Source: an optimization exercise on an open RTL-to-GDS flow (aim: small area, a short achievable clock period and few clock cycles). Production flows keep margins and buffers that such runs may drop.
Power is estimated from default activity; no workload was simulated.

Setup of the baseline:
==> flow/design.v <==
module tinyalu (
    input  wire  [7:0] A,
    input  wire  [7:0] B,
    input  wire        clk,
    input  wire  [2:0] op,
    input  wire        reset_n,
    input  wire        start,
    output wire        done,
    output wire [15:0] result
);
  reg [15:0] acc;
  reg [1:0]  cnt;      
  reg        done_r;
  wire idle = (cnt == 2'd0);
  wire [1:0]  m   = idle ? (op[2] ? B[1:0] : 2'b01) : acc[1:0];
  wire [9:0]  p01 = {2'b00, A & {8{m[0]}}} + {1'b0, A & {8{m[1]}}, 1'b0};
  wire [9:0]  p23 = {2'b00, A & {8{B[2]}}} + {1'b0, A & {8{B[3]}}, 1'b0};
  wire [11:0] x   = idle ? (op[2] ? {p23, 2'b00} : {4'h0, B}) : {4'h0, acc[15:8]};
  wire [11:0] s   = x + {2'b00, p01};
  always @(posedge clk) begin
    if (!idle)
      acc <= {s[9:0], acc[7:2]};
    else if (op[2])
      acc <= {s, B[7:4]};
    else if (!op[1])
      acc <= {7'h00, s[8:0]};
    else if (op[0])
      acc <= {8'h00, A ^ B};
    else
      acc <= {8'h00, A & B};
  end
  always @(posedge clk or negedge reset_n) begin
    if (!reset_n) begin
      cnt    <= 2'd0;
      done_r <= 1'b0;
    end else if (!idle) begin
      cnt    <= cnt - 2'd1;
      done_r <= (cnt == 2'd1);
    end else begin
      cnt    <= (start && op[2] && !done_r) ? 2'd2 : 2'd0;
      done_r <= start && !op[2] && (op[1:0] != 2'b00) && !done_r;
    end
  end
  assign done   = done_r;
  assign result = acc;
endmodule
export LEC_CHECK = 0
export CAP_MARGIN = 20
export CORE_MARGIN = 2
export CORE_UTILIZATION = 40
export PLACE_DENSITY = 0.6
export SETUP_SLACK_MARGIN = 2.5
export SLEW_MARGIN = 20
create_clock -name core_clock -period 5.0 [get_ports {clk}]
run.sh (not shown) runs the stock make flow with config.mk's settings and CLKGATE_MAP_FILE= SYNTH_SCRIPT=/design/flow/synth_recipe.tcl, a recipe that flattens the netlist after the stock synthesis.
Relative to the baseline, the following input files were edited for the candidate:
==> flow/design.v <==
module tinyalu (
    input  wire  [7:0] A,
    input  wire  [7:0] B,
    input  wire        clk,
    input  wire  [2:0] op,
    input  wire        reset_n,
    input  wire        start,
    output wire        done,
    output wire [15:0] result
);
  reg [15:0] acc;
  reg [2:0]  cnt;      
  reg        done_r;
  wire idle = (cnt == 3'd0);
  wire [7:0] x = !idle ? acc[15:8] :
                 op[2] ? {1'b0, A[7:1] & {7{B[0]}}} : B;
  wire       m = !idle ? acc[0] : (op[2] ? B[1] : 1'b1);
  wire [8:0] s = {1'b0, x} + {1'b0, A & {8{m}}};
  always @(posedge clk) begin
    if (!idle)
      acc <= {s, acc[7:1]};
    else if (op[2])
      acc <= {s, A[0] & B[0], B[7:2]};
    else if (!op[1])
      acc <= {7'h00, s};
    else if (op[0])
      acc <= {8'h00, A ^ B};
    else
      acc <= {8'h00, A & B};
  end
  always @(posedge clk or negedge reset_n) begin
    if (!reset_n) begin
      cnt    <= 3'd0;
      done_r <= 1'b0;
    end else if (!idle) begin
      cnt    <= cnt - 3'd1;
      done_r <= (cnt == 3'd1);
    end else begin
      cnt    <= (start && op[2] && !done_r) ? 3'd6 : 3'd0;
      done_r <= start && !op[2] && (op[1:0] != 2'b00) && !done_r;
    end
  end
  assign done   = done_r;
  assign result = acc;
endmodule
[summary]
- In the candidate relative to the baseline, number of gates given a new drive strength after cts had gone down by more than a quarter.
- When the candidate is set beside the baseline, its area growth from synthesis to layout turns out to be 3.8 points smaller.
- The candidate ended up with sky130_fd_sc_hd__ha_1 as its critical-path cell with the highest stage delay; the baseline ended up with sky130_fd_sc_hd__fa_1.
- Changes observed in the candidate relative to the baseline: non-clock buffer count down about 18%; post-route worst hold slack up 0.0072 ns; post-layout total power down 7.4%; multiplexer share of the synthesized area up 1.5 points.
- From the baseline to the candidate the numbers moved as follows: synthesized instance count went down 84, layout net count went down about 27%, post-route fraction of the period consumed by the critical path went down 29 points, met1 track demand over resource went down 2.0 points.
- Where post-detailed-routing wire length is concerned, the baseline is outperformed by the candidate.
- The candidate ended with less depth of the critical timing path with buffers and inverters included than the baseline.
- The starting utilization of the core area in the candidate sits 0.23 points above the value recorded for the baseline.
- The candidate vs the baseline — height of the die dropped about 14%.
No run of this note included a check of the RTL's function; only the layout flow was run.

what the ideal ports hide:
How much do the figures lean on ideal ports? The routed layouts below were timed once more, with nothing changed but the port constraints.
Step 1: set_driving_cell puts a clkbuf_16 on clk and a buf_2 on each other input, an assumption about the parent block.
Step 2 adds t to the input delays and takes it off the output delays; t is the mean of the earliest and latest rising clock arrival at the registers after step 1. Input paths then give back, and output paths get back, about the clock's delay inside the block.
a / b / c = ideal / step 1 / step 2; a / b = the first two.
run	t (ns)	setup slack, ns	worst setup path after step 2	latest minus earliest clock arrival (ns)	worst data-port slew with drivers (ns)
the baseline	0.285	0.808 / 0.794 / 0.509	input to register	0.010 / 0.010	0.06
the candidate	0.289	2.262 / 2.241 / 1.951	input to register	0.005 / 0.005	0.06
After both steps setup and hold are still met in every run listed. For the candidate, which loses most, drivers alone change the setup slack by -0.021 ns; drivers and shift together by -0.311 ns.
